Source: an optimization exercise on an open RTL-to-GDS flow (aim: small area, a short achievable clock period and few clock cycles per item). Production flows keep margins and buffers that such runs may drop. Only simulation tests tie the RTL to the original design; equivalence was not proved. Power is estimated from default activity; no workload was simulated.

==> inputs of exp/sierra <==
## barnsley
module barnsley #(
    parameter FP_WIDTH = 25,
    parameter FP_INT = 5
    ) (
    input  wire clk,
    input  wire reset,
    output wire [19:0] iter_max,
    input  wire iter_change,
    output reg  done,
    output wire complete,
    output wire signed [FP_WIDTH-1:0] xn,
    output reg  signed [FP_WIDTH-1:0] yn
    );
    reg  [13:0] n;           
    reg  [1:0]  lvl;         
    reg         iter_reg;
    always @(posedge clk)
        iter_reg <= iter_change;
    wire iter_button = iter_change & ~iter_reg;
    assign iter_max = (lvl == 2'd0) ? 20'd1000 :
                      (lvl == 2'd1) ? 20'd4000 :
                      (lvl == 2'd2) ? 20'd7000 : 20'd10000;
    assign complete = (n == iter_max[13:0]);
    wire gen = ~complete;
    wire [13:0] n_d = n + {13'd0, gen};
    wire [1:0] lvl_d = (iter_button && lvl != 2'd3) ? lvl + 2'd1 : lvl;
    wire hold = (n_d == ((lvl_d == 2'd0) ? 14'd1000 :
                         (lvl_d == 2'd1) ? 14'd4000 :
                         (lvl_d == 2'd2) ? 14'd7000 : 14'd10000));
    wire [17-1:0] ctl;
    random random_inst(.clk(clk), .reset(reset), .request(gen), .hold(hold), .ctl(ctl));
    reg  [23-1:0] x;
    assign xn = {{2{x[22]}}, x};
    wire [23-1:0] x_nxt;
    wire [FP_WIDTH-1:0] y_nxt;
    mul step_inst(.x(x), .y(yn), .ctl(ctl), .xo(x_nxt), .yo(y_nxt));
    always @(posedge clk or posedge reset) begin
        if (reset) begin
            n <= 0; done <= 0;
            lvl <= 0;
        end else begin
            lvl <= lvl_d;
            done <= gen;
            n <= n_d;
        end
    end
    always @(posedge clk) begin
        x  <= x_nxt;
        yn <= y_nxt;
    end
endmodule
==> flow/config.mk <==
export PLATFORM = sky130hd
export DESIGN_NAME = barnsley
export DESIGN_NICKNAME = barnsley
export VERILOG_FILES = /design/flow/design.v
export SDC_FILE = /design/flow/constraint.sdc
export NUM_CORES = 4
export LEC_CHECK = 0
export CAP_MARGIN = 20
export CORE_MARGIN = 2
export CORE_UTILIZATION = 40
export SLEW_MARGIN = 20
export SYNTH_HIERARCHICAL = 1
==> flow/constraint.sdc <==
create_clock -name core_clock -period 15.0 [get_ports {clk}]
set_input_delay 3.0000 -clock core_clock [delete_from_list [all_inputs] [get_ports {clk}]]
set_output_delay 3.0000 -clock core_clock [all_outputs]
set_load 0.01 [all_outputs]
standard.sh (not shown) runs the stock make flow with config.mk's settings and CLKGATE_MAP_FILE= SYNTH_SCRIPT=/design/flow/synth_recipe.tcl, a recipe that flattens the netlist after the stock synthesis.
==> flow/flow/run.sh <==
#!/bin/bash
set -e
cp standard.sh standard.sh.txt
export SETUP_SLACK_MARGIN=9.5
bash standard.sh > standard.log 2>&1
==> inputs of exp/pepper, as changes to exp/sierra <==
==> flow/flow/run.sh (replaced) <==
#!/bin/bash
set -e
cp standard.sh standard.sh.txt
export SETUP_SLACK_MARGIN=9
bash standard.sh > standard.log 2>&1
Settings changed: CORE_UTILIZATION 40 to 30.
==> qor summary <==
|  | exp/pepper | exp/sierra |
|---|---|---|
| Final standard cell area without fillers | 40,600 um^2 | 39,900 um^2 |
| Comb. pwr | 0.111 mW | 0.165 mW |
| Final wirelength | 130,000 um | 127,000 um |
| Final estimated routing congestion in global placement | 1.04 | 1.02 |
| Full die area | 119,000 um^2 | 89,400 um^2 |
| Setup clock skew after layout | 0.0143 ns | 0.0137 ns |
| Data required time at the worst endpoint | 15.36 ns | 15.37 ns |
| Uppermost metal layer occupied by signal nets | met5 | met4 |
| Number of non-clock buffers | 241 | 250 |
| FMAX | 164 MHz | 163 MHz |
| Buffer count from post-CTS setup fixing | 60 | 76 |
| Final cell utilization of the core | 35.5% | 46.2% |
| Area growth syn-to-layout | 16.8% | 14.7% |
| Post-detailed-route via-to-cell ratio | 5.57 | 5.92 |
| Area of combinational cells with multiple inputs | 31,600 um^2 | 31,300 um^2 |
| Largest driver fanout on the critical path | 10 | 7 |
| Floorplan die width | 345 um | 299 um |
| Timing startpoint of the critical path | random_inst.ctl[2] | random_inst.ctl[3] |
| Result of the run | finished clean | finished clean |
| Standard cell core area | 115,000 um^2 | 86,500 um^2 |
| Final-layout fill cell count | 11,407 | 8,165 |
| Initial Utilization | 30.4% | 40.3% |
| Logic depth of the worst register-to-register path | 20 | 19 |
| Clock buffer cells | 20 | 17 |
| Sum of routed wire segments on met1 | 47,700 um | 46,400 um |
Testbench counts of exp/sierra, summed over its fixed seeds: cycles 80,000, points 80,000.
Testbench counts of exp/pepper, summed over its fixed seeds: cycles 80,000, points 80,000.

========
==> run a <==
barnsley, a different RTL version from the one above (not shown whole).
export LEC_CHECK = 0
export CAP_MARGIN = 20
export CORE_MARGIN = 2
export CORE_UTILIZATION = 40
export SLEW_MARGIN = 20
export SYNTH_HIERARCHICAL = 1
create_clock -name core_clock -period 15.0 [get_ports {clk}]
==> flow/flow/run.sh <==
#!/bin/bash
set -e
cp standard.sh standard.sh.txt
export SETUP_SLACK_MARGIN=9
bash standard.sh > standard.log 2>&1
==> run b: changes against run a <==
==> flow/flow/run.sh (replaced) <==
#!/bin/bash
set -e
cp standard.sh standard.sh.txt
export SETUP_SLACK_MARGIN=10
bash standard.sh > standard.log 2>&1
Settings changed: CAP_MARGIN 20 to 50, SLEW_MARGIN 20 to 75.
==> run summary <==
Run a passed the timing, design-rule and antenna checks. Run b produced a clean layout.
Maximum frequency: run b is larger than run a (2.2%).
Between run b and run a, the lower clock power is in run b (gap about 3%, measured against run a).
In run b the combinational power is higher than in run a, by about 40%.
Against run a, the worst setup slack of run b is higher by 140 ps.
Flip-flop and latch count is the same in run a and run b.
Of run a and run b, run b has the higher total power (gap 3.5%, measured against run b).
Between run b and run a, the lower count of clock-buffer cells in the layout is in run a (gap 4).
Against run a, the register-to-register slack of run b is higher by 140 ps.
In synthesized cell count, run b and run a do not differ.
Testbench counts of run a, summed over its fixed seeds: cycles 80,000, points 80,000.
Testbench counts of run b, summed over its fixed seeds: cycles 80,000, points 80,000.

separate check: timing with driven ports:
The results above use ideal ports. As a check the final layouts listed here were re-extracted and re-timed, cells and wires unchanged. Step 1: set_driving_cell puts a clkbuf_16 on clk and a buf_2 on each other input, an assumption about the parent block. Step 2 times the ports against the registers' clock, not the clock port: input delays grow and output delays shrink by t, the midpoint of the rising clock arrivals with the driver on. Slacks: ideal / step 1 / step 2; pairs: ideal / step 1.
run | t (ns) | slack for setup (ns) | hold slack, ns | clock arrival spread, ns | slew at the worst register clock pin (ns)
exp/sierra | 0.531 | 8.874 / 8.874 / 8.874 | 0.561 / 0.561 / 0.561 | 0.014 / 0.014 | 0.07 / 0.07
exp/pepper | 0.529 | 8.915 / 8.915 / 8.840 | 0.554 / 0.554 / 0.554 | 0.014 / 0.014 | 0.07 / 0.07
run a | 0.583 | 8.530 / 8.530 / 8.530 | 0.482 / 0.482 / 0.482 | 0.050 / 0.050 | 0.11 / 0.11
run b | 0.581 | 8.672 / 8.672 / 8.672 | 0.507 / 0.507 / 0.507 | 0.045 / 0.046 | 0.10 / 0.10
After both steps setup and hold are still met in every run listed. The setup slack of exp/pepper, which loses most, moves by 0.000 ns with the drivers and by -0.075 ns with both steps.
